Context: an optimization exercise on an open-source flow, tuned for small area, a short achievable clock period and few clock cycles. The choices shown serve that exercise and are no tape-out recipe.
The RTL was checked by simulation tests, not by an equivalence proof against the original design.

### config.mk
export PLATFORM = sky130hd
export DESIGN_NAME = PSE
export DESIGN_NICKNAME = PSE
export VERILOG_FILES = /design/flow/design.v
export SDC_FILE = /design/flow/constraint.sdc
export NUM_CORES = 4
export LEC_CHECK = 0
export ABC_CLOCK_PERIOD_IN_PS = 5000
export CAP_MARGIN = 20
export CORE_MARGIN = 2
export CORE_UTILIZATION = 40
export SETUP_SLACK_MARGIN = 5
export SLEW_MARGIN = 20
### constraint.sdc
create_clock -name core_clock -period 11.0 [get_ports {clk}]
set_input_delay 2.2000 -clock core_clock [delete_from_list [all_inputs] [get_ports {clk}]]
set_output_delay 2.2000 -clock core_clock [all_outputs]
set_load 0.01 [all_outputs]
### design.v
module cross_calculator(x0, y0, x1, y1, pos);
input  [10:0] x0;
input  [10:0] y0;
input  [10:0] x1;
input  [10:0] y1;
output        pos;
wire pp1 = x0[0] & y1[0];
wire pp2 = x0[0] & y1[1];
wire pp3 = x0[0] & y1[2];
wire pp4 = x0[0] & y1[3];
wire pp5 = x0[0] & y1[4];
wire pp6 = x0[0] & y1[5];
wire pp7 = x0[0] & y1[6];
wire pp8 = x0[0] & y1[7];
wire pp9 = x0[0] & y1[8];
wire pp10 = x0[0] & y1[9];
wire pp11 = ~(x0[0] & y1[10]);
wire pp12 = x0[1] & y1[0];
wire pp13 = x0[1] & y1[1];
wire pp14 = x0[1] & y1[2];
wire pp15 = x0[1] & y1[3];
wire pp16 = x0[1] & y1[4];
wire pp17 = x0[1] & y1[5];
wire pp18 = x0[1] & y1[6];
wire pp19 = x0[1] & y1[7];
wire pp20 = x0[1] & y1[8];
wire pp21 = x0[1] & y1[9];
wire pp22 = ~(x0[1] & y1[10]);
wire pp23 = x0[2] & y1[0];
wire pp24 = x0[2] & y1[1];
wire pp25 = x0[2] & y1[2];
wire pp26 = x0[2] & y1[3];
wire pp27 = x0[2] & y1[4];
wire pp28 = x0[2] & y1[5];
wire pp29 = x0[2] & y1[6];
wire pp30 = x0[2] & y1[7];
wire pp31 = x0[2] & y1[8];
wire pp32 = x0[2] & y1[9];
wire pp33 = ~(x0[2] & y1[10]);
wire pp34 = x0[3] & y1[0];
wire pp35 = x0[3] & y1[1];
wire pp36 = x0[3] & y1[2];
wire pp37 = x0[3] & y1[3];
wire pp38 = x0[3] & y1[4];
wire pp39 = x0[3] & y1[5];
wire pp40 = x0[3] & y1[6];
wire pp41 = x0[3] & y1[7];
wire pp42 = x0[3] & y1[8];
wire pp43 = x0[3] & y1[9];
wire pp44 = ~(x0[3] & y1[10]);
wire pp45 = x0[4] & y1[0];
wire pp46 = x0[4] & y1[1];
wire pp47 = x0[4] & y1[2];
wire pp48 = x0[4] & y1[3];
wire pp49 = x0[4] & y1[4];
wire pp50 = x0[4] & y1[5];
wire pp51 = x0[4] & y1[6];
wire pp52 = x0[4] & y1[7];
wire pp53 = x0[4] & y1[8];
wire pp54 = x0[4] & y1[9];
wire pp55 = ~(x0[4] & y1[10]);
wire pp56 = x0[5] & y1[0];
wire pp57 = x0[5] & y1[1];
wire pp58 = x0[5] & y1[2];
wire pp59 = x0[5] & y1[3];
wire pp60 = x0[5] & y1[4];
wire pp61 = x0[5] & y1[5];
wire pp62 = x0[5] & y1[6];
wire pp63 = x0[5] & y1[7];
wire pp64 = x0[5] & y1[8];
wire pp65 = x0[5] & y1[9];
wire pp66 = ~(x0[5] & y1[10]);
wire pp67 = x0[6] & y1[0];
wire pp68 = x0[6] & y1[1];
wire pp69 = x0[6] & y1[2];
wire pp70 = x0[6] & y1[3];
wire pp71 = x0[6] & y1[4];
wire pp72 = x0[6] & y1[5];
wire pp73 = x0[6] & y1[6];
wire pp74 = x0[6] & y1[7];
wire pp75 = x0[6] & y1[8];
wire pp76 = x0[6] & y1[9];
wire pp77 = ~(x0[6] & y1[10]);
wire pp78 = x0[7] & y1[0];
wire pp79 = x0[7] & y1[1];
wire pp80 = x0[7] & y1[2];
wire pp81 = x0[7] & y1[3];
wire pp82 = x0[7] & y1[4];
wire pp83 = x0[7] & y1[5];
wire pp84 = x0[7] & y1[6];
wire pp85 = x0[7] & y1[7];
wire pp86 = x0[7] & y1[8];
wire pp87 = x0[7] & y1[9];
wire pp88 = ~(x0[7] & y1[10]);
wire pp89 = x0[8] & y1[0];
wire pp90 = x0[8] & y1[1];
wire pp91 = x0[8] & y1[2];
wire pp92 = x0[8] & y1[3];
wire pp93 = x0[8] & y1[4];
wire pp94 = x0[8] & y1[5];
wire pp95 = x0[8] & y1[6];
wire pp96 = x0[8] & y1[7];
wire pp97 = x0[8] & y1[8];
wire pp98 = x0[8] & y1[9];
wire pp99 = ~(x0[8] & y1[10]);
wire pp100 = x0[9] & y1[0];
wire pp101 = x0[9] & y1[1];
wire pp102 = x0[9] & y1[2];
wire pp103 = x0[9] & y1[3];
wire pp104 = x0[9] & y1[4];
wire pp105 = x0[9] & y1[5];
wire pp106 = x0[9] & y1[6];
wire pp107 = x0[9] & y1[7];
wire pp108 = x0[9] & y1[8];
wire pp109 = x0[9] & y1[9];
wire pp110 = ~(x0[9] & y1[10]);
wire pp111 = ~(x0[10] & y1[0]);
wire pp112 = ~(x0[10] & y1[1]);
wire pp113 = ~(x0[10] & y1[2]);
wire pp114 = ~(x0[10] & y1[3]);
wire pp115 = ~(x0[10] & y1[4]);
wire pp116 = ~(x0[10] & y1[5]);
wire pp117 = ~(x0[10] & y1[6]);
wire pp118 = ~(x0[10] & y1[7]);
wire pp119 = ~(x0[10] & y1[8]);
wire pp120 = ~(x0[10] & y1[9]);
wire pp121 = x0[10] & y1[10];
wire pp122 = ~(y0[0] & x1[0]);
wire pp123 = ~(y0[0] & x1[1]);
wire pp124 = ~(y0[0] & x1[2]);
wire pp125 = ~(y0[0] & x1[3]);
wire pp126 = ~(y0[0] & x1[4]);
wire pp127 = ~(y0[0] & x1[5]);
wire pp128 = ~(y0[0] & x1[6]);
wire pp129 = ~(y0[0] & x1[7]);
wire pp130 = ~(y0[0] & x1[8]);
wire pp131 = ~(y0[0] & x1[9]);
wire pp132 = y0[0] & x1[10];
wire pp133 = ~(y0[1] & x1[0]);
wire pp134 = ~(y0[1] & x1[1]);
wire pp135 = ~(y0[1] & x1[2]);
wire pp136 = ~(y0[1] & x1[3]);
wire pp137 = ~(y0[1] & x1[4]);
wire pp138 = ~(y0[1] & x1[5]);
wire pp139 = ~(y0[1] & x1[6]);
wire pp140 = ~(y0[1] & x1[7]);
wire pp141 = ~(y0[1] & x1[8]);
wire pp142 = ~(y0[1] & x1[9]);
wire pp143 = y0[1] & x1[10];
wire pp144 = ~(y0[2] & x1[0]);
wire pp145 = ~(y0[2] & x1[1]);
wire pp146 = ~(y0[2] & x1[2]);
wire pp147 = ~(y0[2] & x1[3]);
wire pp148 = ~(y0[2] & x1[4]);
wire pp149 = ~(y0[2] & x1[5]);
wire pp150 = ~(y0[2] & x1[6]);
wire pp151 = ~(y0[2] & x1[7]);
wire pp152 = ~(y0[2] & x1[8]);
wire pp153 = ~(y0[2] & x1[9]);
wire pp154 = y0[2] & x1[10];
wire pp155 = ~(y0[3] & x1[0]);
wire pp156 = ~(y0[3] & x1[1]);
wire pp157 = ~(y0[3] & x1[2]);
wire pp158 = ~(y0[3] & x1[3]);
wire pp159 = ~(y0[3] & x1[4]);
wire pp160 = ~(y0[3] & x1[5]);
wire pp161 = ~(y0[3] & x1[6]);
wire pp162 = ~(y0[3] & x1[7]);
wire pp163 = ~(y0[3] & x1[8]);
wire pp164 = ~(y0[3] & x1[9]);
wire pp165 = y0[3] & x1[10];
wire pp166 = ~(y0[4] & x1[0]);
wire pp167 = ~(y0[4] & x1[1]);
wire pp168 = ~(y0[4] & x1[2]);
wire pp169 = ~(y0[4] & x1[3]);
wire pp170 = ~(y0[4] & x1[4]);
wire pp171 = ~(y0[4] & x1[5]);
wire pp172 = ~(y0[4] & x1[6]);
wire pp173 = ~(y0[4] & x1[7]);
wire pp174 = ~(y0[4] & x1[8]);
wire pp175 = ~(y0[4] & x1[9]);
wire pp176 = y0[4] & x1[10];
wire pp177 = ~(y0[5] & x1[0]);
wire pp178 = ~(y0[5] & x1[1]);
wire pp179 = ~(y0[5] & x1[2]);
wire pp180 = ~(y0[5] & x1[3]);
wire pp181 = ~(y0[5] & x1[4]);
wire pp182 = ~(y0[5] & x1[5]);
wire pp183 = ~(y0[5] & x1[6]);
wire pp184 = ~(y0[5] & x1[7]);
wire pp185 = ~(y0[5] & x1[8]);
wire pp186 = ~(y0[5] & x1[9]);
wire pp187 = y0[5] & x1[10];
wire pp188 = ~(y0[6] & x1[0]);
wire pp189 = ~(y0[6] & x1[1]);
wire pp190 = ~(y0[6] & x1[2]);
wire pp191 = ~(y0[6] & x1[3]);
wire pp192 = ~(y0[6] & x1[4]);
wire pp193 = ~(y0[6] & x1[5]);
wire pp194 = ~(y0[6] & x1[6]);
wire pp195 = ~(y0[6] & x1[7]);
wire pp196 = ~(y0[6] & x1[8]);
wire pp197 = ~(y0[6] & x1[9]);
wire pp198 = y0[6] & x1[10];
wire pp199 = ~(y0[7] & x1[0]);
wire pp200 = ~(y0[7] & x1[1]);
wire pp201 = ~(y0[7] & x1[2]);
wire pp202 = ~(y0[7] & x1[3]);
wire pp203 = ~(y0[7] & x1[4]);
wire pp204 = ~(y0[7] & x1[5]);
wire pp205 = ~(y0[7] & x1[6]);
wire pp206 = ~(y0[7] & x1[7]);
wire pp207 = ~(y0[7] & x1[8]);
wire pp208 = ~(y0[7] & x1[9]);
wire pp209 = y0[7] & x1[10];
wire pp210 = ~(y0[8] & x1[0]);
wire pp211 = ~(y0[8] & x1[1]);
wire pp212 = ~(y0[8] & x1[2]);
wire pp213 = ~(y0[8] & x1[3]);
wire pp214 = ~(y0[8] & x1[4]);
wire pp215 = ~(y0[8] & x1[5]);
wire pp216 = ~(y0[8] & x1[6]);
wire pp217 = ~(y0[8] & x1[7]);
wire pp218 = ~(y0[8] & x1[8]);
wire pp219 = ~(y0[8] & x1[9]);
wire pp220 = y0[8] & x1[10];
wire pp221 = ~(y0[9] & x1[0]);
wire pp222 = ~(y0[9] & x1[1]);
wire pp223 = ~(y0[9] & x1[2]);
wire pp224 = ~(y0[9] & x1[3]);
wire pp225 = ~(y0[9] & x1[4]);
wire pp226 = ~(y0[9] & x1[5]);
wire pp227 = ~(y0[9] & x1[6]);
wire pp228 = ~(y0[9] & x1[7]);
wire pp229 = ~(y0[9] & x1[8]);
wire pp230 = ~(y0[9] & x1[9]);
wire pp231 = y0[9] & x1[10];
wire pp232 = y0[10] & x1[0];
wire pp233 = y0[10] & x1[1];
wire pp234 = y0[10] & x1[2];
wire pp235 = y0[10] & x1[3];
wire pp236 = y0[10] & x1[4];
wire pp237 = y0[10] & x1[5];
wire pp238 = y0[10] & x1[6];
wire pp239 = y0[10] & x1[7];
wire pp240 = y0[10] & x1[8];
wire pp241 = y0[10] & x1[9];
wire pp242 = ~(y0[10] & x1[10]);
wire s243, c244;
assign {c244, s243} = pp10 + pp20 + pp30;
wire s245, c246;
assign {c246, s245} = pp11 + pp21 + pp31;
wire s247, c248;
assign {c248, s247} = pp41 + pp51 + pp61;
wire s249, c250;
assign {c250, s249} = pp71 + pp81;
wire s251, c252;
assign {c252, s251} = pp22 + pp32 + pp42;
wire s253, c254;
assign {c254, s253} = pp52 + pp62 + pp72;
wire s255, c256;
assign {c256, s255} = pp82 + pp92;
wire s257, c258;
assign {c258, s257} = pp33 + pp43 + pp53;
wire s259, c260;
assign {c260, s259} = pp7 + pp17 + pp27;
wire s261, c262;
assign {c262, s261} = pp8 + pp18 + pp28;
wire s263, c264;
assign {c264, s263} = pp38 + pp48 + pp58;
wire s265, c266;
assign {c266, s265} = pp68 + pp78;
wire s267, c268;
assign {c268, s267} = pp9 + pp19 + pp29;
wire s269, c270;
assign {c270, s269} = pp39 + pp49 + pp59;
wire s271, c272;
assign {c272, s271} = pp69 + pp79 + pp89;
wire s273, c274;
assign {c274, s273} = pp130 + pp140 + pp150;
wire s275, c276;
assign {c276, s275} = pp160 + pp170;
wire s277, c278;
assign {c278, s277} = pp40 + pp50 + pp60;
wire s279, c280;
assign {c280, s279} = pp70 + pp80 + pp90;
wire s281, c282;
assign {c282, s281} = pp100 + pp131 + pp141;
wire s283, c284;
assign {c284, s283} = pp151 + pp161 + pp171;
wire s285, c286;
assign {c286, s285} = pp181 + pp191 + pp201;
wire s287, c288;
assign {c288, s287} = pp211 + pp221;
wire s289, c290;
assign {c290, s289} = pp91 + pp101 + pp111;
wire s291, c292;
assign {c292, s291} = pp132 + pp142 + pp152;
wire s293, c294;
assign {c294, s293} = pp162 + pp172 + pp182;
wire s295, c296;
assign {c296, s295} = pp192 + pp202 + pp212;
wire s297, c298;
assign {c298, s297} = pp222 + pp232 + c244;
wire s299, c300;
assign {c300, s299} = s245 + s247 + s249;
wire s301, c302;
assign {c302, s301} = pp102 + pp112 + pp143;
wire s303, c304;
assign {c304, s303} = pp153 + pp163 + pp173;
wire s305, c306;
assign {c306, s305} = pp183 + pp193 + pp203;
wire s307, c308;
assign {c308, s307} = pp213 + pp223 + pp233;
wire s309, c310;
assign {c310, s309} = c246 + c248 + c250;
wire s311, c312;
assign {c312, s311} = s251 + s253 + s255;
wire s313, c314;
assign {c314, s313} = pp63 + pp73 + pp83;
wire s315, c316;
assign {c316, s315} = pp93 + pp103 + pp113;
wire s317, c318;
assign {c318, s317} = pp154 + pp164 + pp174;
wire s319, c320;
assign {c320, s319} = pp184 + pp194 + pp204;
wire s321, c322;
assign {c322, s321} = pp214 + pp224 + pp234;
wire s323, c324;
assign {c324, s323} = c252 + c254 + c256;
wire s325, c326;
assign {c326, s325} = pp44 + pp54 + pp64;
wire s327, c328;
assign {c328, s327} = pp74 + pp84 + pp94;
wire s329, c330;
assign {c330, s329} = pp104 + pp114 + pp165;
wire s331, c332;
assign {c332, s331} = pp175 + pp185 + pp195;
wire s333, c334;
assign {c334, s333} = pp205 + pp215 + pp225;
wire s335, c336;
assign {c336, s335} = pp55 + pp65 + pp75;
wire s337, c338;
assign {c338, s337} = pp85 + pp95 + pp105;
wire s339, c340;
assign {c340, s339} = pp115 + pp176 + pp186;
wire s341, c342;
assign {c342, s341} = pp66 + pp76 + pp86;
wire s343, c344;
assign {c344, s343} = pp5 + pp15 + pp25;
wire s345, c346;
assign {c346, s345} = pp6 + pp16 + pp26;
wire s347, c348;
assign {c348, s347} = pp36 + pp46 + pp56;
wire s349, c350;
assign {c350, s349} = pp127 + pp137;
wire s351, c352;
assign {c352, s351} = pp37 + pp47 + pp57;
wire s353, c354;
assign {c354, s353} = pp67 + pp128 + pp138;
wire s355, c356;
assign {c356, s355} = pp148 + pp158 + pp168;
wire s357, c358;
assign {c358, s357} = pp178 + pp188;
wire s359, c360;
assign {c360, s359} = pp129 + pp139 + pp149;
wire s361, c362;
assign {c362, s361} = pp159 + pp169 + pp179;
wire s363, c364;
assign {c364, s363} = pp189 + pp199 + c260;
wire s365, c366;
assign {c366, s365} = s261 + s263 + s265;
wire s367, c368;
assign {c368, s367} = pp180 + pp190 + pp200;
wire s369, c370;
assign {c370, s369} = pp210 + c262 + c264;
wire s371, c372;
assign {c372, s371} = c266 + s267 + s269;
wire s373, c374;
assign {c374, s373} = s271 + s273 + s275;
wire s375, c376;
assign {c376, s375} = s243 + c268 + c270;
wire s377, c378;
assign {c378, s377} = c272 + c274 + c276;
wire s379, c380;
assign {c380, s379} = s277 + s279 + s281;
wire s381, c382;
assign {c382, s381} = s283 + s285 + s287;
wire s383, c384;
assign {c384, s383} = c278 + c280 + c282;
wire s385, c386;
assign {c386, s385} = c284 + c286 + c288;
wire s387, c388;
assign {c388, s387} = s289 + s291 + s293;
wire s389, c390;
assign {c390, s389} = s295 + s297 + s299;
wire s391, c392;
assign {c392, s391} = c290 + c292 + c294;
wire s393, c394;
assign {c394, s393} = c296 + c298 + c300;
wire s395, c396;
assign {c396, s395} = s301 + s303 + s305;
wire s397, c398;
assign {c398, s397} = s307 + s309 + s311;
wire s399, c400;
assign {c400, s399} = s257 + c302 + c304;
wire s401, c402;
assign {c402, s401} = c306 + c308 + c310;
wire s403, c404;
assign {c404, s403} = c312 + s313 + s315;
wire s405, c406;
assign {c406, s405} = s317 + s319 + s321;
wire s407, c408;
assign {c408, s407} = pp235 + c258 + c314;
wire s409, c410;
assign {c410, s409} = c316 + c318 + c320;
wire s411, c412;
assign {c412, s411} = c322 + c324 + s325;
wire s413, c414;
assign {c414, s413} = s327 + s329 + s331;
wire s415, c416;
assign {c416, s415} = pp196 + pp206 + pp216;
wire s417, c418;
assign {c418, s417} = pp226 + pp236 + c326;
wire s419, c420;
assign {c420, s419} = c328 + c330 + c332;
wire s421, c422;
assign {c422, s421} = c334 + s335 + s337;
wire s423, c424;
assign {c424, s423} = pp96 + pp106 + pp116;
wire s425, c426;
assign {c426, s425} = pp187 + pp197 + pp207;
wire s427, c428;
assign {c428, s427} = pp217 + pp227 + pp237;
wire s429, c430;
assign {c430, s429} = c336 + c338 + c340;
wire s431, c432;
assign {c432, s431} = pp77 + pp87 + pp97;
wire s433, c434;
assign {c434, s433} = pp107 + pp117 + pp198;
wire s435, c436;
assign {c436, s435} = pp208 + pp218 + pp228;
wire s437, c438;
assign {c438, s437} = pp88 + pp98 + pp108;
wire s439, c440;
assign {c440, s439} = pp3 + pp13;
wire s441, c442;
assign {c442, s441} = pp4 + pp14 + pp24;
wire s443, c444;
assign {c444, s443} = pp34 + pp125 + pp135;
wire s445, c446;
assign {c446, s445} = pp35 + pp45 + pp126;
wire s447, c448;
assign {c448, s447} = pp136 + pp146 + pp156;
wire s449, c450;
assign {c450, s449} = pp166 + s343;
wire s451, c452;
assign {c452, s451} = pp147 + pp157 + pp167;
wire s453, c454;
assign {c454, s453} = pp177 + c344 + s345;
wire s455 = ~(s347 ^ s349);
wire c456 = s347 | s349;
wire s457, c458;
assign {c458, s457} = s259 + c346 + c348;
wire s459, c460;
assign {c460, s459} = c350 + s351 + s353;
wire s461 = ~(s355 ^ s357);
wire c462 = s355 | s357;
wire s463, c464;
assign {c464, s463} = c352 + c354 + c356;
wire s465, c466;
assign {c466, s465} = c358 + s359 + s361;
wire s467 = ~(s363 ^ s365);
wire c468 = s363 | s365;
wire s469, c470;
assign {c470, s469} = c360 + c362 + c364;
wire s471, c472;
assign {c472, s471} = c366 + s367 + s369;
wire s473 = ~(s371 ^ s373);
wire c474 = s371 | s373;
wire s475, c476;
assign {c476, s475} = c368 + c370 + c372;
wire s477, c478;
assign {c478, s477} = c374 + s375 + s377;
wire s479 = ~(s379 ^ s381);
wire c480 = s379 | s381;
wire s481, c482;
assign {c482, s481} = c376 + c378 + c380;
wire s483, c484;
assign {c484, s483} = c382 + s383 + s385;
wire s485 = ~(s387 ^ s389);
wire c486 = s387 | s389;
wire s487, c488;
assign {c488, s487} = c384 + c386 + c388;
wire s489, c490;
assign {c490, s489} = c390 + s391 + s393;
wire s491 = ~(s395 ^ s397);
wire c492 = s395 | s397;
wire s493, c494;
assign {c494, s493} = s323 + c392 + c394;
wire s495, c496;
assign {c496, s495} = c396 + c398 + s399;
wire s497, c498;
assign {c498, s497} = s401 + s403 + s405;
wire s499, c500;
assign {c500, s499} = s333 + c400 + c402;
wire s501, c502;
assign {c502, s501} = c404 + c406 + s407;
wire s503, c504;
assign {c504, s503} = s409 + s411 + s413;
wire s505, c506;
assign {c506, s505} = s339 + c408 + c410;
wire s507, c508;
assign {c508, s507} = c412 + c414 + s415;
wire s509, c510;
assign {c510, s509} = s417 + s419 + s421;
wire s511, c512;
assign {c512, s511} = s341 + c416 + c418;
wire s513, c514;
assign {c514, s513} = c420 + c422 + s423;
wire s515, c516;
assign {c516, s515} = s425 + s427 + s429;
wire s517, c518;
assign {c518, s517} = pp238 + c342 + c424;
wire s519, c520;
assign {c520, s519} = c426 + c428 + c430;
wire s521, c522;
assign {c522, s521} = s431 + s433 + s435;
wire s523, c524;
assign {c524, s523} = pp118 + pp209 + pp219;
wire s525, c526;
assign {c526, s525} = pp229 + pp239 + c432;
wire s527, c528;
assign {c528, s527} = c434 + c436 + s437;
wire s529, c530;
assign {c530, s529} = pp99 + pp109 + pp119;
wire s531, c532;
assign {c532, s531} = pp220 + pp230 + pp240;
wire s533, c534;
assign {c534, s533} = pp2 + pp12;
wire s535, c536;
assign {c536, s535} = pp23 + pp124 + pp134;
wire s537, c538;
assign {c538, s537} = pp144 + s439;
wire s539, c540;
assign {c540, s539} = pp145 + pp155 + c440;
wire s541 = ~(s441 ^ s443);
wire c542 = s441 | s443;
wire s543, c544;
assign {c544, s543} = c442 + c444 + s445;
wire s545 = ~(s447 ^ s449);
wire c546 = s447 | s449;
wire s547, c548;
assign {c548, s547} = c446 + c448 + c450;
wire s549, c550;
assign {c550, s549} = s451 + s453 + s455;
wire s551, c552;
assign {c552, s551} = c452 + c454 + c456;
wire s553, c554;
assign {c554, s553} = s457 + s459 + s461;
wire s555, c556;
assign {c556, s555} = c458 + c460 + c462;
wire s557, c558;
assign {c558, s557} = s463 + s465 + s467;
wire s559, c560;
assign {c560, s559} = c464 + c466 + c468;
wire s561, c562;
assign {c562, s561} = s469 + s471 + s473;
wire s563, c564;
assign {c564, s563} = c470 + c472 + c474;
wire s565, c566;
assign {c566, s565} = s475 + s477 + s479;
wire s567, c568;
assign {c568, s567} = c476 + c478 + c480;
wire s569, c570;
assign {c570, s569} = s481 + s483 + s485;
wire s571, c572;
assign {c572, s571} = c482 + c484 + c486;
wire s573, c574;
assign {c574, s573} = s487 + s489 + s491;
wire s575, c576;
assign {c576, s575} = c488 + c490 + c492;
wire s577, c578;
assign {c578, s577} = s493 + s495 + s497;
wire s579, c580;
assign {c580, s579} = c494 + c496 + c498;
wire s581, c582;
assign {c582, s581} = s499 + s501 + s503;
wire s583, c584;
assign {c584, s583} = c500 + c502 + c504;
wire s585, c586;
assign {c586, s585} = s505 + s507 + s509;
wire s587, c588;
assign {c588, s587} = c506 + c508 + c510;
wire s589, c590;
assign {c590, s589} = s511 + s513 + s515;
wire s591, c592;
assign {c592, s591} = c512 + c514 + c516;
wire s593, c594;
assign {c594, s593} = s517 + s519 + s521;
wire s595, c596;
assign {c596, s595} = c518 + c520 + c522;
wire s597, c598;
assign {c598, s597} = s523 + s525 + s527;
wire s599, c600;
assign {c600, s599} = c438 + c524 + c526;
wire s601, c602;
assign {c602, s601} = c528 + s529 + s531;
wire s603, c604;
assign {c604, s603} = pp110 + pp120 + pp231;
wire s605, c606;
assign {c606, s605} = pp241 + c530 + c532;
wire s607, c608;
assign {c608, s607} = pp123 + pp133;
wire s609, c610;
assign {c610, s609} = c534 + s535 + s537;
wire s611, c612;
assign {c612, s611} = c536 + c538 + s539;
wire s613, c614;
assign {c614, s613} = c540 + c542 + s543;
wire s615, c616;
assign {c616, s615} = c544 + c546 + s547;
wire s617, c618;
assign {c618, s617} = c548 + c550 + s551;
wire s619, c620;
assign {c620, s619} = c552 + c554 + s555;
wire s621, c622;
assign {c622, s621} = c556 + c558 + s559;
wire s623, c624;
assign {c624, s623} = c560 + c562 + s563;
wire s625, c626;
assign {c626, s625} = c564 + c566 + s567;
wire s627, c628;
assign {c628, s627} = c568 + c570 + s571;
wire s629, c630;
assign {c630, s629} = c572 + c574 + s575;
wire s631, c632;
assign {c632, s631} = c576 + c578 + s579;
wire s633, c634;
assign {c634, s633} = c580 + c582 + s583;
wire s635, c636;
assign {c636, s635} = c584 + c586 + s587;
wire s637, c638;
assign {c638, s637} = c588 + c590 + s591;
wire s639, c640;
assign {c640, s639} = c592 + c594 + s595;
wire s641, c642;
assign {c642, s641} = c596 + c598 + s599;
wire s643, c644;
assign {c644, s643} = c600 + c602 + s603;
wire s645, c646;
assign {c646, s645} = pp121 + pp242 + c604;
wire s647, c648;
assign {c648, s647} = pp1 + pp122;
wire s649 = ~(s533 ^ s607);
wire c650 = s533 | s607;
wire s651 = ~(c608 ^ s609);
wire c652 = c608 | s609;
wire s653, c654;
assign {c654, s653} = s541 + c610 + s611;
wire s655, c656;
assign {c656, s655} = s545 + c612 + s613;
wire s657, c658;
assign {c658, s657} = s549 + c614 + s615;
wire s659, c660;
assign {c660, s659} = s553 + c616 + s617;
wire s661, c662;
assign {c662, s661} = s557 + c618 + s619;
wire s663, c664;
assign {c664, s663} = s561 + c620 + s621;
wire s665, c666;
assign {c666, s665} = s565 + c622 + s623;
wire s667, c668;
assign {c668, s667} = s569 + c624 + s625;
wire s669, c670;
assign {c670, s669} = s573 + c626 + s627;
wire s671, c672;
assign {c672, s671} = s577 + c628 + s629;
wire s673, c674;
assign {c674, s673} = s581 + c630 + s631;
wire s675, c676;
assign {c676, s675} = s585 + c632 + s633;
wire s677, c678;
assign {c678, s677} = s589 + c634 + s635;
wire s679, c680;
assign {c680, s679} = s593 + c636 + s637;
wire s681, c682;
assign {c682, s681} = s597 + c638 + s639;
wire s683, c684;
assign {c684, s683} = s601 + c640 + s641;
wire s685, c686;
assign {c686, s685} = s605 + c642 + s643;
wire s687, c688;
assign {c688, s687} = c606 + c644 + s645;
wire [21:0] ra = {c646, c686, c684, c682, c680, c678, c676, c674, c672, c670, c668, c666, c664, c662, c660, c658, c656, c654, c652, c650, c648, s647};
wire [21:0] rb = {c688, s687, s685, s683, s681, s679, s677, s675, s673, s671, s669, s667, s665, s663, s661, s659, s657, s655, s653, s651, s649, 1'b1};
wire [21:0] sum = ra + rb;
assign pos = ~sum[21];
endmodule
module PSE ( clk,
			reset,
			Xin,
			Yin,
			point_num,
			valid,
			Xout,
			Yout);
input        clk;
input        reset;
input [9:0]  Xin;
input [9:0]  Yin;
input [2:0]  point_num;
output       valid;
output [9:0] Xout;
output [9:0] Yout;
reg  [3:0] cyc;
reg  [2:0] n;
reg  [9:0] p0x, p0y;
reg  [10:0] sx1, sy1, sx2, sy2, sx3, sy3, sx4, sy4, sx5, sy5;
reg  [3:0] xs;          
reg  [3:0] ys;          
reg  [4:0] osel;        
reg        vld;
reg        c12, c13, c23, b5first;
reg        mg;          
reg  [1:0] ia;          
reg        ib;          
reg        aLeft, bLeft;
wire c;   
wire [10:0] ax = ({11{xs[0]}} & sx1) | ({11{xs[1]}} & sx2) | ({11{xs[2]}} & sx3) | ({11{xs[3]}} & sx4);
wire [10:0] ay = ({11{xs[0]}} & sy1) | ({11{xs[1]}} & sy2) | ({11{xs[2]}} & sy3) | ({11{xs[3]}} & sy4);
wire [10:0] bx = ({11{ys[0]}} & sx2) | ({11{ys[1]}} & sx3) | ({11{ys[2]}} & sx4) | ({11{ys[3]}} & sx5);
wire [10:0] by = ({11{ys[0]}} & sy2) | ({11{ys[1]}} & sy3) | ({11{ys[2]}} & sy4) | ({11{ys[3]}} & sy5);
cross_calculator CC(.x0(ax), .y0(ay), .x1(bx), .y1(by), .pos(c));
wire big = n[2] & (n[1] | n[0]);           
wire [3:0] start = big ? {1'b0, n} + 4'd1 : {1'b0, n};    
wire [3:0] stop  = start + {1'b0, n} - 4'd1;              
wire pre  = (cyc == start - 4'd1);         
function [3:0] headA;    
	input [1:0] k;
	input x12, x13, x23;
	input [2:0] nn;
	reg [1:0] r1, r2, r3;
	begin
		if (nn == 3'd3) begin
			r1 = 2'd0; r2 = 2'd3; r3 = 2'd3;
		end else if (nn == 3'd4) begin
			r1 = {1'b0, x12}; r2 = {1'b0, ~x12}; r3 = 2'd3;
		end else begin
			r1 = {1'b0, x12} + {1'b0, x13};
			r2 = {1'b0, ~x12} + {1'b0, x23};
			r3 = {1'b0, ~x13} + {1'b0, ~x23};
		end
		headA = {1'b0, r3 == k, r2 == k, r1 == k};
	end
endfunction
function [3:0] headB;
	input       k;
	input       b5;
	input [2:0] nn;
	begin
		case (nn)
			3'd3: headB = 4'b0001;
			3'd4: headB = 4'b0010;
			3'd5: headB = 4'b0100;
			default: headB = (k ^ b5) ? 4'b1000 : 4'b0100;
		endcase
	end
endfunction
wire [4:0] xslot = {1'b0, xs};
wire [4:0] yslot = {ys, 1'b0};
reg [3:0] xs_n [0:1];
reg [3:0] ys_n [0:1];
reg [4:0] osel_n [0:1];
reg       vld_n [0:1];
reg       mg_n [0:1];
reg [1:0] ia_n [0:1];
reg       ib_n [0:1];
reg       aL_n [0:1];
reg       bL_n [0:1];
reg       c12_n [0:1], c13_n [0:1], c23_n [0:1], b5_n [0:1];
reg [1:0] sizeA;
reg       takeB;
integer v;
always @(*) begin
	sizeA = big ? 2'd3 : (n == 3'd4 ? 2'd2 : 2'd1);
	for (v = 0; v < 2; v = v + 1) begin
		c12_n[v] = (cyc == 4'd3) ? v[0] : c12;
		c13_n[v] = (cyc == 4'd4) ? v[0] : c13;
		c23_n[v] = (cyc == 4'd5) ? v[0] : c23;
		b5_n[v]  = (cyc == 4'd6) ? v[0] : b5first;
		xs_n[v] = 4'b0000;
		ys_n[v] = 4'b0000;
		osel_n[v] = 5'b00000;
		vld_n[v] = 1'b0;
		mg_n[v] = 1'b0;
		ia_n[v] = 2'd0;
		ib_n[v] = 1'b0;
		aL_n[v] = 1'b1;
		bL_n[v] = 1'b1;
		takeB = bLeft & (~aLeft | v[0]);
		if (mg) begin
			vld_n[v] = 1'b1;
			osel_n[v] = takeB ? yslot : xslot;
			ia_n[v] = takeB ? ia : ia + 2'd1;
			ib_n[v] = takeB ? 1'b1 : ib;
			aL_n[v] = takeB ? aLeft : (ia + 2'd1 < sizeA);
			bL_n[v] = takeB ? (n == 3'd6 && !ib) : bLeft;
			mg_n[v] = (cyc != stop - 4'd1);
			xs_n[v] = headA(ia_n[v], c12, c13, c23, n);
			ys_n[v] = headB(ib_n[v], b5first, n);
		end else if (pre) begin
			vld_n[v] = 1'b1;
			mg_n[v] = 1'b1;
			xs_n[v] = headA(2'd0, c12_n[v], c13_n[v], c23_n[v], n);
			ys_n[v] = headB(1'b0, b5_n[v], n);
		end else begin
			case (cyc)
				4'd2: begin xs_n[v] = 4'b0001; ys_n[v] = 4'b0001; end   
				4'd3: begin xs_n[v] = 4'b0001; ys_n[v] = 4'b0010; end   
				4'd4: begin xs_n[v] = 4'b0010; ys_n[v] = 4'b0010; end   
				4'd5: begin xs_n[v] = 4'b1000; ys_n[v] = 4'b1000; end   
				default: ;
			endcase
		end
	end
end
always @(posedge clk or posedge reset) begin
	if (reset) begin
		cyc <= 4'd0;
		vld <= 1'b0;
		mg  <= 1'b0;
	end else begin
		cyc <= (cyc == stop) ? 4'd0 : cyc + 4'd1;
		vld <= (cyc != 4'd0) & (c ? vld_n[1] : vld_n[0]);
		mg  <= (cyc != 4'd0) & (c ? mg_n[1] : mg_n[0]);
	end
end
always @(posedge clk) begin
	if (cyc == 4'd0) begin
		p0x <= Xin;
		p0y <= Yin;
		n   <= point_num;
	end
	if (cyc == 4'd1) begin sx1 <= {1'b0, Xin} - {1'b0, p0x}; sy1 <= {1'b0, Yin} - {1'b0, p0y}; end
	if (cyc == 4'd2) begin sx2 <= {1'b0, Xin} - {1'b0, p0x}; sy2 <= {1'b0, Yin} - {1'b0, p0y}; end
	if (cyc == 4'd3) begin sx3 <= {1'b0, Xin} - {1'b0, p0x}; sy3 <= {1'b0, Yin} - {1'b0, p0y}; end
	if (cyc == 4'd4) begin sx4 <= {1'b0, Xin} - {1'b0, p0x}; sy4 <= {1'b0, Yin} - {1'b0, p0y}; end
	if (cyc == 4'd5) begin sx5 <= {1'b0, Xin} - {1'b0, p0x}; sy5 <= {1'b0, Yin} - {1'b0, p0y}; end
	xs    <= c ? xs_n[1] : xs_n[0];
	ys    <= c ? ys_n[1] : ys_n[0];
	osel  <= c ? osel_n[1] : osel_n[0];
	ia    <= c ? ia_n[1] : ia_n[0];
	ib    <= c ? ib_n[1] : ib_n[0];
	aLeft <= c ? aL_n[1] : aL_n[0];
	bLeft <= c ? bL_n[1] : bL_n[0];
	c12 <= c12_n[c];
	c13 <= c13_n[c];
	c23 <= c23_n[c];
	b5first <= b5_n[c];
end
wire [9:0] ovx = ({10{osel[0]}} & sx1[9:0]) | ({10{osel[1]}} & sx2[9:0]) | ({10{osel[2]}} & sx3[9:0])
               | ({10{osel[3]}} & sx4[9:0]) | ({10{osel[4]}} & sx5[9:0]);
wire [9:0] ovy = ({10{osel[0]}} & sy1[9:0]) | ({10{osel[1]}} & sy2[9:0]) | ({10{osel[2]}} & sy3[9:0])
               | ({10{osel[3]}} & sy4[9:0]) | ({10{osel[4]}} & sy5[9:0]);
assign valid = vld;
assign Xout = ovx + p0x;
assign Yout = ovy + p0y;
endmodule
### run.sh
#!/bin/bash
# synth_recipe.tcl (not shown) runs the flow's synth.tcl, then flattens the netlist and writes it again
# the make line also repeats each setting of config.mk as NAME=value (left out here)
make -C /OpenROAD-flow-scripts/flow DESIGN_CONFIG=/design/flow/config.mk WORK_HOME=/design/flow/orfs CLKGATE_MAP_FILE= SYNTH_SCRIPT=/design/flow/synth_recipe.tcl finish
==> results of run 1 <==
-- placed cells by master, fill, tap and decap left out, drive strengths merged, types with 5 or more instances in the layout --
| cell type | netlist | final |
|---|---|---|
| inv | 200 | 206 |
| fa | 204 | 204 |
| nor2 | 174 | 174 |
| nand2 | 155 | 155 |
| edfxtp | 139 | 139 |
| ha | 106 | 106 |
| buf | 11 | 76 |
| a22oi | 66 | 66 |
| a21oi | 43 | 43 |
| clkdlybuf4s50 | 0 | 40 |
| xnor2 | 38 | 38 |
| o21ai | 28 | 28 |
| nand2b | 24 | 24 |
| and2 | 23 | 23 |
| a22o | 22 | 22 |
| a221oi | 21 | 21 |
| a222oi | 20 | 20 |
| a21o | 18 | 18 |
| clkbuf | 51 | 18 |
| xor2 | 17 | 17 |
| dfxtp | 16 | 16 |
| or2 | 14 | 14 |
| nor3 | 13 | 13 |
| nand3 | 12 | 12 |
| nor2b | 9 | 9 |
| mux2i | 9 | 9 |
| or3 | 7 | 7 |
| and3 | 7 | 7 |
| dfrtp | 6 | 6 |
| clkinv | 0 | 6 |
| a31oi | 5 | 5 |
| dlymetal6s2s | 0 | 5 |
| o21a | 5 | 5 |
-- worst reg2reg max path, stage by stage (launching register included) --
cell and delay [ns]:
dfxtp_1 0.32, buf_12 0.16, a22oi_1 0.54, nand2_2 0.31, nand2_1 0.17, fa_1 0.45
fa_1 0.51, fa_1 0.47, fa_1 0.46, fa_1 0.51, inv_1 0.05, fa_1 0.58
ha_4 0.21, a21o_1 0.18, o2111ai_2 0.19, nand3_2 0.16, nor4_4 0.31, buf_6 0.17
o22ai_4 0.12, or4b_1 0.55, o221ai_1 0.08
-- cell usage after synthesis, types with 14 or more instances --
cell type	instances
ha_1	106
a221oi_1	19
a21o_1	17
a22oi_1	66
dfxtp_1	16
nand2b_1	24
clkbuf_1	48
xnor2_1	38
fa_1	204
a222oi_1	20
nor2_1	174
and2_1	19
or2_2	14
o21ai_0	22
nand2_1	155
a22o_1	22
edfxtp_1	139
xor2_1	17
a21oi_1	41
inv_1	200
-- per-layer routing --
layer  GRT usage  vias to the layer above  part of all wire
met5           0                        -                 0
met4      0.0894                        0             0.034
met3      0.0487                      102             0.082
met2       0.360                      560              0.46
met1       0.306                     5960              0.43
li1            -                     5327                 -
-- flip-flops by register name, summed over array words and instances, names as in the netlist, 2 cells and up, named ones only --
name and flops:
cyc 4, ia 2, n 3, osel 5, p0x 10, p0y 10, sx1 11, sx2 11
sx3 11, sx4 11, sx5 11, sy1 11, sy2 11, sy3 11, sy4 11, sy5 11
xs 4, ys 4
-- final cells by class --
class | instances | area (um^2) | area share
Clock buffer | 18 | 429 | 0.0233
Tap cell | 518 | 648 | 0.0351
Timing Repair Buffer | 124 | 1270 | 0.0688
Inverter | 200 | 751 | 0.0407
Clock inverter | 14 | 105 | 0.00570
Multi-Input combinational cell | 1095 | 10600 | 0.574
Sequential cell | 161 | 4650 | 0.252
-- per-stage QoR --
step	setup WS, ns	hold WS [ns]	cell area, um^2	instances
after detailed placement	3.86	0.602	16900	2052
after global routing	4.27	0.636	18400	2130
final	4.41	0.618	18400	2130
after global placement	3.90	0.604	16900	2052
after floorplan	4.73	0.550	15900	1517
after CTS	4.51	0.599	18200	2119
-- kinds of logic (layout without fill, tap and decap cells) --
logic type,Yosys count,after routing,share of synthesized area
simple gates,456,456,0.131
fa+ha+maj,310,310,0.344
compound gates,262,263,0.125
buf+inv,262,356,0.0655
flops,161,161,0.296
xor+xnor,55,55,0.0307
mux,11,11,0.00741
-- worst paths after layout --
kind                          end  start  depth (start not counted)
max in group asynchronous  cyc[1]  reset                          2
setup / recovery            ys[3]  xs[1]                         20
setup reg to reg            ys[3]  xs[1]                         20
hold reg to reg                ib     ib                          1
min in group asynchronous      mg  reset                          2
hold / removal                 ib     ib                          1
-- timing repair --
| action | CTS | global route |
|---|---|---|
| setup buffers | 32 | 10 |
| cloned | 3 | 1 |
| endpoints found under the setup margin | 22 | 28 |
| pin swaps | 32 | 17 |
| gates resized for setup | 95 | 38 |
==> qor.yml, run 1 <==
status:
  status: "no timing/DRC/antenna violations"
floorplan:
  start_util: 0.405
  row_count: 72
  dieWidth_um: 202
  die_area_um2: 40900
  coreArea_um2: 38700
  pin_count: 46
  fp.dieH_um: 202
global_routing:
  grt_usage: 0.228
  gr-total-overflow: 0
  grt_pass1_wl_um: 71000
  first_global_vias: 12478
  antenna_found_initial: 0
  grt_max_degree: 26
detailed_routing:
  drc_errors: 0
  routed_wl_um: 45500
  vias: 11949
  avgViaCountPerCell: 5.61
  ant_nets: 0
  first_iter_violations: 1207
  routedWlPerCell_um: 21.4
  first_pass_iters: 9
worst_setup_path:
  cp_slowest_cell: "fa_1"
  cp-start-kind: "flop"
  cp_max_fo: 23
  critPathTopFamily: "adder cells"
  end_kind: "flop"
  cp.arrival_ns: 6.94
  ff2ff_setup_slack_ns: 4.41
  worst-path-buf-inv: 3
  max_stage_delay_ns: 0.58
  path_common_cell: "fa_1"
  cp_cell_sequence: "buf_12, a22oi_1, nand2_2, nand2_1, fa_1, fa_1, fa_1, fa_1, fa_1, inv_1, fa_1, ha_4, a21o_1, o2111ai_2, nand3_2, nor4_4, buf_6, o22ai_4, or4b_1, o221ai_1"
  worst-setup-path-type: "reg -> reg"
  required_ns: 11.36
cts:
  cts_sinks: 161
  numCtsBuffers: 17
  clk_path_buf_depth: 2
  cts_tree: "built"
  ctsHoldBuffers: 0
  cts.reportedPaths.clkPinSlew_ns: 0.06
  cts_htree_levels: 4
  cts_root_buf: "clkbuf_16"
  clk_latency_ns: 0.44
timing:
  worst_pin_slew_ns: 0.887
  hold_viol: 0
  finalCritPeriodShare: 0.599
  setup_tns_ns: 0
  period_needed_ns: 6.59
  skew_ns: 0.0105
  slew-limit-headroom: 0.401
  slew_violations: 0
  final-setup-viol-count: 0
  max_freq_mhz: 152
  rsz0062_at_grt: "true"
placed_design:
  dp_hpwl_um: 33300
  routabilityCongestion: 0.938
  portBuffers: 45
finish:
  syn2layout_area_growth_pct: 17.4
  antenna_cells: 0
  fill_cells: 3630
  layout.nets: 1934
  final_core_util: 0.476
  drive_gt1_frac: 0.151
synth:
  synth-edff-count: 139
  syn-num-nets: 1852
  postSynthAreaPerCell_um2: 10.4
  synth_cell_types: 79
  synthesis.area_um2: 15700
  synthFlopType: "edfxtp_1"
  netlist.area_leader.share: 0.266
  synth_area_leaders: "edfxtp_1 (27%), fa_1 (26%), ha_1 (8.4%), inv_1 (4.8%), nor2_1 (4.2%)"
  yosysSeqAreaShare: 0.296
  async_reset_ff_frac: 0.0373
  netlist_instances: 1517
  ys_ff_latch: 161
  synth_warnings: 14
  synth_area_leader_cell: "edfxtp_1"
job:
  maxCapViolations: 0
worst_hold_path:
  hold_path.class: "reg -> reg"
Testbench counts, summed over its fixed seeds: cycles 22,671.
==> run 2, diff against run 1 <==
--- a/config.mk
+++ b/config.mk
@@ -6,8 +6,8 @@
 export NUM_CORES = 4
 export LEC_CHECK = 0
-export ABC_CLOCK_PERIOD_IN_PS = 5000
+export ABC_CLOCK_PERIOD_IN_PS = 4000
 export CAP_MARGIN = 20
 export CORE_MARGIN = 2
 export CORE_UTILIZATION = 40
-export SETUP_SLACK_MARGIN = 5
+export SETUP_SLACK_MARGIN = 4.5
 export SLEW_MARGIN = 20
==> qor.yml, run 2 <==
floorplan:
  start_util: 0.405  # unchanged
  dieWidth_um: 202  # unchanged
  pin_count: 46  # unchanged
  coreArea_um2: 38700  # unchanged
  row_count: 72  # unchanged
  die_area_um2: 40900  # unchanged
  fp.dieH_um: 202  # unchanged
detailed_routing:
  first_iter_violations: 1033  # -14%
  routedWlPerCell_um: 21.3  # -0.49%
  ant_nets: 0  # unchanged
  avgViaCountPerCell: 5.53  # -1.5%
  routed_wl_um: 45600  # +0.16%
  drc_errors: 0  # unchanged
  vias: 11849  # -0.84%
  first_pass_iters: 8  # -1
synth:
  synth_xor_area_frac: 0.0307  # unchanged
  synth-edff-count: 139  # unchanged
  netlist.area_leader.share: 0.266  # unchanged
  yosys.area_share.adder: 0.344  # unchanged
  synth_area_leader_cell: "edfxtp_1"
  async_reset_ff_frac: 0.0373  # unchanged
  yosys.area_share.simple: 0.131  # unchanged
  synth_top_family_by_area: "adder cells"
  yosysSeqAreaShare: 0.296  # unchanged
  synthesis.area_um2: 15700  # unchanged
  syn-num-nets: 1852  # unchanged
  synth_area_leaders: "edfxtp_1 (27%), fa_1 (26%), ha_1 (8.4%), inv_1 (4.8%), nor2_1 (4.2%)"
  synth_warnings: 14  # unchanged
  ys_ff_latch: 161  # unchanged
  synth_cell_types: 79  # unchanged
  synthMuxAreaShare: 0.00741  # unchanged
  netlist_instances: 1517  # unchanged
  yosysMostFrequentCell: "fa_1"
  synthFlopType: "edfxtp_1"
  postSynthAreaPerCell_um2: 10.4  # unchanged
  ys_top_cells_by_count: "fa_1 (204), inv_1 (200), nor2_1 (174)"
  synth_compound_area_frac: 0.125  # unchanged
timing:
  skew_ns: 0.0111  # +0.000534 ns
  setup_tns_ns: 0  # unchanged
  max_freq_mhz: 151  # -0.56%
  slew_violations: 0  # unchanged
  slew-limit-headroom: 0.332  # -0.0695
  worst_pin_slew_ns: 1.00  # +0.114 ns
  finalCritPeriodShare: 0.602  # +0.00337
  final-setup-viol-count: 0  # unchanged
  rsz0062_at_grt: "true"
  hold_viol: 0  # unchanged
  period_needed_ns: 6.62  # +0.0371 ns
cts:
  cts_sinks: 161  # unchanged
  cts.reportedPaths.clkPinSlew_ns: 0.07  # about the same
  numCtsBuffers: 17  # unchanged
  cts_root_buf: "clkbuf_16"
  clk_latency_ns: 0.42  # -0.02 ns
  cts_htree_levels: 4  # unchanged
  cts_tree: "built"
  clk_path_buf_depth: 2  # unchanged
worst_setup_path:
  cp_max_fo: 8  # -65%
  required_ns: 11.17  # -0.19 ns
  cp.arrival_ns: 6.79  # -0.15 ns
  r2r-end: "aLeft"
  ff2ff_setup_slack_ns: 4.38  # -0.04 ns
  r2r-start: "ys[0]"
  rr_worst_depth: 26  # +30%
  worst-setup-path-type: "reg -> reg"
  cp-start-kind: "flop"
  end_kind: "flop"
global_routing:
  first_global_vias: 12451  # -0.22%
  grt_pass1_wl_um: 71400  # +0.64%
  grt_max_degree: 29  # +12%
  grt_usage: 0.229  # +0.00142
  antenna_found_initial: 0  # unchanged
  gr-total-overflow: 0  # unchanged
finish:
  fin_area_um2: 18500  # +0.27%
  final_cell_mix: "inv_1 (191), fa_1 (177), nor2_1 (168)"
  stdcell_count: 2144  # +0.66%
  antenna_cells: 0  # unchanged
  drive_gt1_frac: 0.161  # +0.00977
  layout.nets: 1948  # +0.72%
  final_common_cell: "inv_1"
  syn2layout_area_growth_pct: 17.8
worst_hold_path:
  hold_path.class: "reg -> reg"
  hold_end: "ib"
  hold_depth: 1  # unchanged
  min_from: "ib"
placed_design:
  routabilityCongestion: 0.910  # -3.0%
  dp.cells: 2048  # -0.19%
  dp_hpwl_um: 32900  # -0.97%
  portBuffers: 45  # unchanged
  placed_area_um2: 16800  # -0.65%
status:
  status: "no timing/DRC/antenna violations"
job:
  maxCapViolations: 0  # unchanged
==> run 2: cell counts after synthesis <==
Identical to the previous run, type by type.
==> run 2: cell families after synthesis <==
family	Yosys count
multiplexers	11
AND/OR/NAND/NOR	456
XOR/XNOR	55
buffers and inverters	262
adder cells (fa/ha/maj)	310
flip-flops	161
AO/OA/AOI/OAI	262
==> run 2: stage by stage <==
| step | worst slack (ns) | hold WS (ns) | util |
|---|---|---|---|
| after global routing | 4.19 | 0.638 | 0.477 |
| after detailed placement | 3.44 | 0.605 | 0.434 |
| after CTS | 4.42 | 0.614 | 0.473 |
| final | 4.38 | 0.610 | 0.477 |
| after global placement | 3.50 | 0.601 | 0.434 |
| after floorplan | 4.52 | 0.550 | - |
==> run 2: repair_timing <==
item                                    in CTS  in global routing
hold buffers                                 0                  0
endpoints found under the setup margin      20                 22
setup buffers                               55                  6
pin swaps                                   55                 19
cloned                                       3                  0
gates resized for setup                    114                 29
endpoints found under the hold margin        0                  0
==> run 2: routing by layer <==
metal	vias up	wire length (um)	track usage
met4	0	1240	0.0746
li1	5349	-	-
met3	68	3310	0.0324
met1	5928	18700	0.302
met5	-	0	0
met2	504	22300	0.390
==> run 2: critical path, stage by stage, from the launching register on <==
cell and delay [ns]:
dfxtp_4 0.38, buf_12 0.15, a22o_1 0.21, a221oi_2 0.21
buf_4 0.22, buf_6 0.11, nor2_2 0.03, fa_1 0.49
inv_1 0.05, fa_2 0.53, inv_2 0.04, fa_2 0.52
inv_2 0.04, ha_4 0.14, fa_2 0.53, fa_1 0.40
fa_1 0.51, inv_2 0.06, ha_4 0.26, nand4_1 0.19
nor3_2 0.18, o211a_1 0.24, nor4_4 0.06, buf_6 0.15
o221ai_4 0.31, and2_4 0.28, nand2_2 0.06
==> run 2: how the worst max path moves through the flow <==
stage                     endpoint  cells after the start    from
after floorplan              bLeft                     23  sy2[9]
after global placement       bLeft                     20   ys[0]
after CTS                    aLeft                     25   ys[0]
final                        aLeft                     26   ys[0]
after detailed placement     bLeft                     19   xs[2]
after global routing         ys[2]                     26   ys[0]
==> run 2: final cells by class <==
class,instances,area [um^2]
fill,3614,20200
multi-input combinational,1095,10500
sequential,161,4660
timing repair buffer,138,1330
inverter,200,751
tap,518,648
clock buffer,18,439
clock inverter,14,131
==> run 3, diff against run 2 <==
--- a/config.mk
+++ b/config.mk
@@ -6,8 +6,8 @@
 export NUM_CORES = 4
 export LEC_CHECK = 0
-export ABC_CLOCK_PERIOD_IN_PS = 4000
+export ABC_CLOCK_PERIOD_IN_PS = 5500
 export CAP_MARGIN = 20
 export CORE_MARGIN = 2
-export CORE_UTILIZATION = 40
+export CORE_UTILIZATION = 55
 export SETUP_SLACK_MARGIN = 4.5
 export SLEW_MARGIN = 20
==> qor.yml, run 3 <==
timing:
  skew_ns: 0.0107  # -0.000359 ns
  slew-limit-headroom: 0.310  # -0.0219
  rsz0062_at_grt: "true"
  max_freq_mhz: 150  # -0.54%
  hold_viol: 0  # unchanged
  worst_pin_slew_ns: 1.03  # +0.0328 ns
  final-setup-viol-count: 0  # unchanged
  setup_tns_ns: 0  # unchanged
  period_needed_ns: 6.66  # +0.0361 ns
  finalCritPeriodShare: 0.605  # +0.00328
  slew_violations: 0  # unchanged
status:
  status: "no timing/DRC/antenna violations"
cts:
  cts.reportedPaths.clkPinSlew_ns: 0.07  # about the same
  cts_root_buf: "clkbuf_16"
  clk_latency_ns: 0.43  # about the same
  ctsHoldBuffers: 0  # unchanged
  cts_htree_levels: 4  # unchanged
  cts_tree: "built"
  cts_sinks: 161  # unchanged
  numCtsBuffers: 17  # unchanged
  clk_path_buf_depth: 2  # unchanged
worst_hold_path:
  hold_path.class: "reg -> reg"
  min_from: "ib"
  hold_depth: 1  # unchanged
  hold_end: "ib"
detailed_routing:
  vias: 11952  # +0.87%
  routed_wl_um: 45800  # +0.52%
  avgViaCountPerCell: 5.97  # +8.1%
  first_iter_violations: 1189  # +15%
  ant_nets: 0  # unchanged
  drc_errors: 0  # unchanged
  first_pass_iters: 7  # -1
  routedWlPerCell_um: 22.9  # +7.7%
global_routing:
  busiest_layer: "met2"
  grt_usage: 0.312  # +0.0830
  grt_pass1_wl_um: 71400  # -0.12%
  gr-total-overflow: 0  # unchanged
  grt_use_met1: 0.405  # +0.103
  use_met2: 0.522  # +0.132
  antenna_found_initial: 0  # unchanged
  use_met3: 0.0600  # +0.0276
  first_global_vias: 12449  # -0.016%
  grt_max_degree: 29  # unchanged
floorplan:
  fp.dieH_um: 173  # -14%
  die_area_um2: 29900  # -27%
  coreArea_um2: 27900  # -28%
  dieWidth_um: 173  # -14%
  row_count: 61  # -15%
  start_util: 0.562  # +0.157
  pin_count: 46  # unchanged
synth:
  synth_cell_types: 79  # unchanged
  synthesis.area_um2: 15700  # unchanged
  synth-edff-count: 139  # unchanged
  yosysMostFrequentCell: "fa_1"
  synthFlopType: "edfxtp_1"
  synth_area_leader_cell: "edfxtp_1"
  netlist.area_leader.share: 0.266  # unchanged
  yosysSeqAreaShare: 0.296  # unchanged
  netlist_instances: 1517  # unchanged
  ys_ff_latch: 161  # unchanged
  async_reset_ff_frac: 0.0373  # unchanged
  ys_top_cells_by_count: "fa_1 (204), inv_1 (200), nor2_1 (174)"
  synth_area_leaders: "edfxtp_1 (27%), fa_1 (26%), ha_1 (8.4%), inv_1 (4.8%), nor2_1 (4.2%)"
  postSynthAreaPerCell_um2: 10.4  # unchanged
  synth_warnings: 14  # unchanged
  syn-num-nets: 1852  # unchanged
placed_design:
  portBuffers: 45  # unchanged
  dp_hpwl_um: 33400  # +1.4%
  routabilityCongestion: 0.976  # +7.3%
job:
  maxCapViolations: 0  # unchanged
worst_setup_path:
  rr_worst_depth: 26  # unchanged
  cp_max_fo: 11  # +3
  end_kind: "flop"
  cp.arrival_ns: 6.95  # +0.16 ns
  worst-setup-path-type: "reg -> reg"
  ff2ff_setup_slack_ns: 4.34  # -0.04 ns
  required_ns: 11.29  # +0.12 ns
  cp-start-kind: "flop"
  r2r-end: "xs[2]"
  r2r-start: "ys[0]"
finish:
  fill_cells: 2264  # -37%
  syn2layout_area_growth_pct: 16.8
  final_common_cell: "inv_1"
  layout.nets: 1945  # -0.15%
  drive_gt1_frac: 0.158  # -0.00278
  antenna_cells: 0  # unchanged
  final_cell_mix: "inv_1 (192), fa_1 (181), nor2_1 (171)"
[run 3: cell count changes in the layout (fill, tap and decap cells not counted), sizes merged]
cell,before,now
clkdlybuf4s15,0,1
clkinv,6,2
bufbuf,2,1
clkinvlp,2,4
inv,205,207
bufinv,1,2
buf,91,87
[run 3: area by class of cell]
| class | instances | area (um^2) | share of cell area |
|---|---|---|---|
| timing repair buffer | 135 | 1300 | 0.0710 |
| multi-input combinational | 1095 | 10500 | 0.575 |
| tap | 378 | 473 | 0.0258 |
| clock inverter | 15 | 174 | 0.00948 |
| inverter | 200 | 751 | 0.0409 |
| sequential | 161 | 4670 | 0.255 |
| clock buffer | 17 | 425 | 0.0232 |
[run 3: logic make-up after synthesis]
kind of cell / after synthesis / synth area share
compound gates: 262 / 0.125
xor+xnor: 55 / 0.0307
fa+ha+maj: 310 / 0.344
buf+inv: 262 / 0.0655
flops: 161 / 0.296
mux: 11 / 0.00741
simple gates: 456 / 0.131
[run 3: worst max-delay path by stage]
stage | start | end | slack [ns] | depth (start not counted)
after floorplan | sy2[9] | bLeft | 4.52 | 23
after global placement | xs[0] | xs[2] | 3.36 | 20
after detailed placement | xs[0] | xs[2] | 3.28 | 20
after CTS | ys[0] | xs[2] | 4.44 | 25
after global routing | ys[0] | xs[2] | 4.13 | 25
final | ys[0] | xs[2] | 4.34 | 26
[run 3: timing repair]
action	4_1_cts	5_1_grt
pin swaps	45	23
endpoints found under the setup margin	20	21
setup buffers	32	22
gates cloned	2	2
resized for setup	90	52
endpoints found under the hold margin	0	0
[run 3: worst max-delay path: stages (launching register included)]
cell	delay, ns
dfxtp_4	0.38
buf_12	0.11
bufbuf_16	0.28
a22oi_2	0.09
nand2_2	0.19
nand2_2	0.09
fa_1	0.55
inv_2	0.04
fa_2	0.52
inv_2	0.04
fa_2	0.53
inv_2	0.04
ha_4	0.15
fa_1	0.50
fa_1	0.52
fa_1	0.56
inv_2	0.05
ha_4	0.25
nand4_1	0.11
buf_4	0.17
nor4b_4	0.35
nor4_4	0.05
buf_4	0.16
buf_6	0.14
o22ai_4	0.24
mux2i_2	0.27
o32ai_2	0.12
[run 3: per-layer routing]
| layer | up-vias | share of wire | routed length [um] |
|---|---|---|---|
| met5 | - | 0 | 0 |
| met4 | 0 | 0.042 | 1910 |
| met3 | 111 | 0.081 | 3690 |
| met2 | 528 | 0.48 | 21800 |
| met1 | 5965 | 0.40 | 18400 |
| li1 | 5348 | - | - |
[run 3: through the flow]
stage / cell area [um^2] / worst slack (ns) / std cells / hold WS (ns) / utilization
floorplan: 15700 / 4.52 / 1517 / 0.550 / -
global placement: 16600 / 3.36 / 1910 / 0.596 / 0.596
detailed placement: 16600 / 3.28 / 1911 / 0.601 / 0.596
CTS: 17900 / 4.44 / 1977 / 0.608 / 0.641
global route: 18300 / 4.13 / 2001 / 0.610 / 0.656
finish: 18300 / 4.34 / 2001 / 0.609 / 0.656
==> run 4, diff against run 3 <==
--- a/config.mk
+++ b/config.mk
@@ -9,5 +9,5 @@
 export CAP_MARGIN = 20
 export CORE_MARGIN = 2
-export CORE_UTILIZATION = 55
+export CORE_UTILIZATION = 40
 export SETUP_SLACK_MARGIN = 4.5
 export SLEW_MARGIN = 20
==> qor.yml, run 4 <==
status:
  status: "no timing/DRC/antenna violations"
cts:
  cts_tree: "built"
  clk_path_buf_depth: 2  # unchanged
  cts_sinks: 161  # unchanged
  cts_root_buf: "clkbuf_16"
  ctsHoldBuffers: 0  # unchanged
  numCtsBuffers: 17  # unchanged
  cts_htree_levels: 4  # unchanged
  clk_latency_ns: 0.42  # about the same
  cts.reportedPaths.clkPinSlew_ns: 0.07  # about the same
synth:
  synth_cell_types: 79  # unchanged
  synth_area_leaders: "edfxtp_1 (27%), fa_1 (26%), ha_1 (8.4%), inv_1 (4.8%), nor2_1 (4.2%)"
  netlist_instances: 1517  # unchanged
  synthesis.area_um2: 15700  # unchanged
  syn-num-nets: 1852  # unchanged
  ys_top_cells_by_count: "fa_1 (204), inv_1 (200), nor2_1 (174)"
  netlist.area_leader.share: 0.266  # unchanged
  async_reset_ff_frac: 0.0373  # unchanged
  yosysSeqAreaShare: 0.296  # unchanged
  synthFlopType: "edfxtp_1"
  synth_warnings: 14  # unchanged
  synth-edff-count: 139  # unchanged
  synth_area_leader_cell: "edfxtp_1"
  postSynthAreaPerCell_um2: 10.4  # unchanged
  ys_ff_latch: 161  # unchanged
  yosysMostFrequentCell: "fa_1"
global_routing:
  antenna_found_initial: 0  # unchanged
  first_global_vias: 12451  # +0.016%
  grt_pass1_wl_um: 71400  # +0.12%
  grt_usage: 0.229  # -0.0830
  grt_max_degree: 29  # unchanged
  gr-total-overflow: 0  # unchanged
detailed_routing:
  routedWlPerCell_um: 21.3  # -7.2%
  drc_errors: 0  # unchanged
  vias: 11849  # -0.86%
  first_iter_violations: 1033  # -13%
  avgViaCountPerCell: 5.53  # -7.5%
  ant_nets: 0  # unchanged
  first_pass_iters: 8  # +1
  routed_wl_um: 45600  # -0.52%
floorplan:
  row_count: 72  # +18%
  coreArea_um2: 38700  # +39%
  die_area_um2: 40900  # +37%
  fp.dieH_um: 202  # +17%
  dieWidth_um: 202  # +17%
  pin_count: 46  # unchanged
  start_util: 0.405  # -0.157
finish:
  fin_area_um2: 18500  # +0.86%
  fill_cells: 3614  # +60%
  final_common_cell: "inv_1"
  antenna_cells: 0  # unchanged
  drive_gt1_frac: 0.161  # +0.00278
  layout.nets: 1948  # +0.15%
  final_cell_mix: "inv_1 (191), fa_1 (177), nor2_1 (168)"
  syn2layout_area_growth_pct: 17.8
timing:
  period_needed_ns: 6.62  # -0.0361 ns
  hold_viol: 0  # unchanged
  slew_violations: 0  # unchanged
  finalCritPeriodShare: 0.602  # -0.00328
  slew-limit-headroom: 0.332  # +0.0219
  rsz0062_at_grt: "true"
  max_freq_mhz: 151  # +0.55%
  skew_ns: 0.0111  # +0.000359 ns
  final-setup-viol-count: 0  # unchanged
  setup_tns_ns: 0  # unchanged
  worst_pin_slew_ns: 1.00  # -0.0328 ns
worst_hold_path:
  hold_path.class: "reg -> reg"
  min_from: "ib"
  hold_end: "ib"
  hold_depth: 1  # unchanged
worst_setup_path:
  end_kind: "flop"
  cp.arrival_ns: 6.79  # -0.16 ns
  required_ns: 11.17  # -0.12 ns
  cp_slowest_cell: "fa_2"
  max_stage_delay_ns: 0.53  # -0.03 ns
  cp_max_fo: 8  # -3
  ff2ff_setup_slack_ns: 4.38  # +0.04 ns
  rr_worst_depth: 26  # unchanged
  r2r-end: "aLeft"
  worst-setup-path-type: "reg -> reg"
  cp-start-kind: "flop"
  r2r-start: "ys[0]"
placed_design:
  routabilityCongestion: 0.910  # -6.8%
  placed_area_um2: 16800  # +0.92%
  portBuffers: 45  # unchanged
  dp_hpwl_um: 32900  # -1.4%
job:
  maxCapViolations: 0  # unchanged
==> run 4: cell counts after synthesis <==
No cell type changed its count.
==> run 4: worst max-delay path by stage <==
stage / start / cells past startpoint / slack, ns / endpoint
floorplan: sy2[9] / 23 / 4.52 / bLeft
CTS: ys[0] / 25 / 4.42 / aLeft
global placement: ys[0] / 20 / 3.50 / bLeft
detailed placement: xs[2] / 19 / 3.44 / bLeft
global route: ys[0] / 26 / 4.19 / ys[2]
finish: ys[0] / 26 / 4.38 / aLeft
==> run 4: layer usage <==
layer  up-vias  wire length [um]  GRT usage  share of wire
li1       5349                 -          -              -
met1      5928             18700      0.302           0.41
met2       504             22300      0.390           0.49
met3        68              3310     0.0324          0.073
met4         0              1240     0.0746          0.027
met5         -                 0          0              0
==> run 4: what timing repair did <==
| action | 4_1_cts | 5_1_grt |
|---|---|---|
| gates resized for setup | 114 | 29 |
| endpoints found under the setup margin | 20 | 22 |
| gates cloned | 3 | 0 |
| buffers inserted | 55 | 6 |
| pin swaps | 55 | 19 |
==> run 4: cell type report <==
cell class,instances,area [um^2],share of cell area
timing repair buffer,138,1330,0.0719
clock inverter,14,131,0.00710
sequential,161,4660,0.252
inverter,200,751,0.0406
clock buffer,18,439,0.0237
multi-input combinational,1095,10500,0.569
tap,518,648,0.0350
==> run 4: cell families after synthesis <==
logic type	after synthesis	synth area share
AO/OA/AOI/OAI	262	0.125
multiplexers	11	0.00741
XOR/XNOR	55	0.0307
AND/OR/NAND/NOR	456	0.131
buffers and inverters	262	0.0655
flip-flops	161	0.296
adder cells (fa/ha/maj)	310	0.344
==> run 4: worst max-delay path, delay by kind of cell (launching register included) <==
family,cells,cell delay [ns]
buf+inv,8,0.82
compound gates,4,0.97
simple gates,6,0.80
flops,1,0.38
fa+ha+maj,8,3.38
==> run 4: stage by stage <==
step | cells | worst slack, ns | hold slack [ns] | util
6_report | 2144 | 4.38 | 0.610 | 0.477
5_1_grt | 2144 | 4.19 | 0.638 | 0.477
4_1_cts | 2138 | 4.42 | 0.614 | 0.473
3_5_place_dp | 2048 | 3.44 | 0.605 | 0.434
3_3_place_gp | 2048 | 3.50 | 0.601 | 0.434
2_1_floorplan | 1517 | 4.52 | 0.550 | -

-- what the ideal ports hide --
Ports are ideal in the flow. The routed layouts listed here were re-timed in OpenROAD.
Step 1 assumes that a clkbuf_16 drives the clock port and a buf_2 every other input.
Step 2 adds t to the input delays and takes it off the output delays; t is the mean of the earliest and latest rising clock arrival at the registers after step 1. Input paths then give back, and output paths get back, about the clock's delay inside the block.
Three values: no drivers, after step 1, after step 2; two values: the first two.
| run | t (ns) | setup slack, ns | worst setup path after step 2 |
|---|---|---|---|
| run 1 | 0.488 | 4.414 / 4.414 / 4.414 | register to register |
| run 2 | 0.467 | 4.377 / 4.377 / 4.377 | register to register |
| run 3 | 0.466 | 4.341 / 4.341 / 4.341 | register to register |
| run 4 | 0.467 | 4.377 / 4.377 / 4.377 | register to register |
After both steps setup and hold are still met in every run listed.
